This is an optimization exercise on Yosys and OpenROAD, whose aim is small area, a short achievable clock period and few clock cycles per item, not a production implementation. The RTL was checked by simulation tests, not by an equivalence proof against the original design.

// cordic
module cordic(
    input wire [31:0]   angle,
    input wire [1:0]    opt,
    input wire          enable,
    input wire          reset,
    input wire          clk,
    output wire signed [31:0] sin_out,
    output wire signed [31:0] cos_out,
    output wire               done
);
For scale: ~63 flip-flops, roughly 100 I/O pins.
Settings: LEC_CHECK=0, ABC_AREA=1, CAP_MARGIN=20, CORE_MARGIN=2, CORE_UTILIZATION=40, CTS_BUF_LIST=sky130_fd_sc_hd__clkbuf_8, CTS_CLUSTER_SIZE=24, SETUP_SLACK_MARGIN=3.35, SLEW_MARGIN=20; clock period 7.0 ns.
standard.sh (not shown) runs the stock make flow with config.mk's settings and CLKGATE_MAP_FILE= SYNTH_SCRIPT=/design/flow/synth_recipe.tcl, a recipe that flattens the netlist after the stock synthesis.
==> flow/flow/run.sh <==
#!/bin/bash
# The standard layout (standard.sh) with extra ORFS settings: port buffers
# made from sky130_fd_sc_hd__buf_1. ORFS writes each step's log under orfs/logs;
# make's own output goes to make.log.
set -euo pipefail
bash standard.sh 'BUFFER_PORTS_ARGS=-buffer_cell sky130_fd_sc_hd__buf_1' finish > make.log 2>&1
The baseline ran to the end with no violations.
Testbench counts at the start, summed over its fixed seeds: cycles 43,200, items 2,400.
Then changed:
--- a/flow/config.mk
+++ b/flow/config.mk
@@ -11,5 +11,3 @@
 export CORE_UTILIZATION = 40
-export CTS_BUF_LIST = sky130_fd_sc_hd__clkbuf_8
-export CTS_CLUSTER_SIZE = 24
-export SETUP_SLACK_MARGIN = 3.35
+export SETUP_SLACK_MARGIN = 3.8
 export SLEW_MARGIN = 20
Cell area increases by 19%.
First-iteration DRC count increases by 36%.
Worst hold slack barely changes.
Clock-buffer cell count increases by 3.
Critical path depth increases by 3.
Then changed:
--- a/flow/config.mk
+++ b/flow/config.mk
@@ -11,3 +11,5 @@
 export CORE_UTILIZATION = 40
-export SETUP_SLACK_MARGIN = 3.8
+export CTS_BUF_LIST = sky130_fd_sc_hd__clkbuf_8
+export CTS_CLUSTER_SIZE = 24
+export SETUP_SLACK_MARGIN = 3.5
 export SLEW_MARGIN = 20
Outcome:
- sequential cell count stays the same
- wire length went down by 8.4%
- worst setup slack gets worse by 0.057 ns
- via count fell by 5.4%
- fmax went down by 1.7%
- design area is lower by 12%
- global-route usage falls by 0.81 points

---

## try-fjord
cordic, a different RTL version from the one above (not shown whole).
Size: roughly 7600 sq um of cells after synthesis.
==> flow/config.mk <==
export PLATFORM = sky130hd
export DESIGN_NAME = cordic
export DESIGN_NICKNAME = cordic
export VERILOG_FILES = /design/flow/design.v
export SDC_FILE = /design/flow/constraint.sdc
export NUM_CORES = 4
export LEC_CHECK = 0
export ABC_AREA = 1
export CAP_MARGIN = 20
export CORE_MARGIN = 2
export CORE_UTILIZATION = 40
export CTS_BUF_LIST = sky130_fd_sc_hd__clkbuf_8
export CTS_CLUSTER_SIZE = 24
export SETUP_SLACK_MARGIN = 3.55
export SLEW_MARGIN = 20
==> flow/constraint.sdc <==
create_clock -name core_clock -period 7.0 [get_ports {clk}]
set_input_delay 1.4000 -clock core_clock [delete_from_list [all_inputs] [get_ports {clk}]]
set_output_delay 1.4000 -clock core_clock [all_outputs]
set_load 0.01 [all_outputs]
Scripts as last shown in full above: flow/flow/run.sh
try-fjord: PASS, flow complete, no timing, DRC or antenna violations
Testbench counts of try-fjord, summed over its fixed seeds: cycles 43,200, items 2,400.
Modified inputs, try-raven compared to try-fjord
Settings: a change of SETUP_SLACK_MARGIN from 3.55 to 3.5.
[summary]
- Run comparison: try-fjord destination of the critical timing path y[12]$_DFFE_PP0P_; try-raven destination of the critical timing path x[10]$_DFFE_PP0P_
- Data arrival at the endpoint of the critical path ends up higher on try-fjord.
- From try-fjord to try-raven, synthesized area per cell did not move at all.
- The run with more routed wire is try-fjord, not try-raven.
- The higher met2 layer usage reported by global route of try-raven and try-fjord is in try-fjord.
- Compared with try-fjord, in try-raven area share of buffers outside the clock network went down, routed length on met1 went down.
Relative to try-raven, the following input files were edited for try-lagoon:
Settings: CTS_BUF_LIST now sky130_fd_sc_hd__clkbuf_4 sky130_fd_sc_hd__clkbuf_8, was sky130_fd_sc_hd__clkbuf_8.
### Flow results
try-raven -> try-lagoon: worst hold path cell count delta 0, exact match. ~same clock latency on the worst-skew pair in try-raven and try-lagoon. Re sum of routed wire length over all layers: no difference whatsoever between try-lagoon and try-raven. try-lagoon against try-raven: fmax ~0 delta; detailed-route wire length on metal 1 ~0 delta; total negative slack ~0 delta; first-pass GRT wire length ~0 delta. From try-raven to try-lagoon, number of cell instances on the worst register-to-register path did not move at all. For required time of the critical path, try-lagoon and try-raven come out practically identical. Reported for try-raven and try-lagoon, design area turned out identical to the last digit. As far as fraction of synthesis flops using an asynchronous set or reset pin goes, try-raven and try-lagoon are indistinguishable; the numbers are identical.
Here is what was changed in the inputs of try-delta compared with try-lagoon.
Settings: a change of CTS_BUF_LIST from sky130_fd_sc_hd__clkbuf_4 sky130_fd_sc_hd__clkbuf_8 to sky130_fd_sc_hd__clkbuf_8; a change of CORE_UTILIZATION from 40 to 50.
### Flow results
Diff try-lagoon -> try-delta: sum of routed wire length over all layers went up about 4%, routed length on met1 went up 190 um, slack of the worst reg-to-reg path went up 0.04 ns, cell area went up 2.6%.

-- afterwards: timing with drivers on the ports --
In the flow no input, the clock included, has a driving cell. The finished layouts below were timed again as built, in two steps.
Step 1 sets driving cells, clkbuf_16 on the clock port and buf_2 on the other inputs (assumed; they add their load-dependent delay and slew).
Step 2 adds t to the input delays and takes it off the output delays; t is the mean of the earliest and latest rising clock arrival at the registers after step 1. Input paths then give back, and output paths get back, about the clock's delay inside the block.
Slacks: ideal ports / drivers / drivers and shift; pairs: ideal ports / drivers.
run | t, ns | setup WS [ns] | worst hold slack (ns) | worst setup path at the end | cell pins on the clock port's net
the first run of note 1 | 0.408 | 3.383 / 3.383 / 3.234 | 0.518 / 0.518 / 0.518 | input to register | 1
the second run of note 1 | 0.389 | 3.658 / 3.658 / 3.658 | 0.519 / 0.519 / 0.519 | register to register | 1
the third run of note 1 | 0.412 | 3.601 / 3.601 / 3.284 | 0.518 / 0.518 / 0.518 | input to register | 1
try-fjord | 0.407 | 3.614 / 3.614 / 3.353 | 0.525 / 0.525 / 0.525 | input to register | 1
try-raven | 0.406 | 3.641 / 3.641 / 3.383 | 0.520 / 0.520 / 0.520 | input to register | 1
try-lagoon | 0.406 | 3.641 / 3.641 / 3.383 | 0.520 / 0.520 / 0.520 | input to register | 1
try-delta | 0.419 | 3.679 / 3.679 / 3.671 | 0.514 / 0.514 / 0.514 | input to register | 1
After both steps every run listed still meets setup and hold. For the third run of note 1, which loses most, drivers alone change the setup slack by 0.000 ns; drivers and shift together by -0.317 ns.
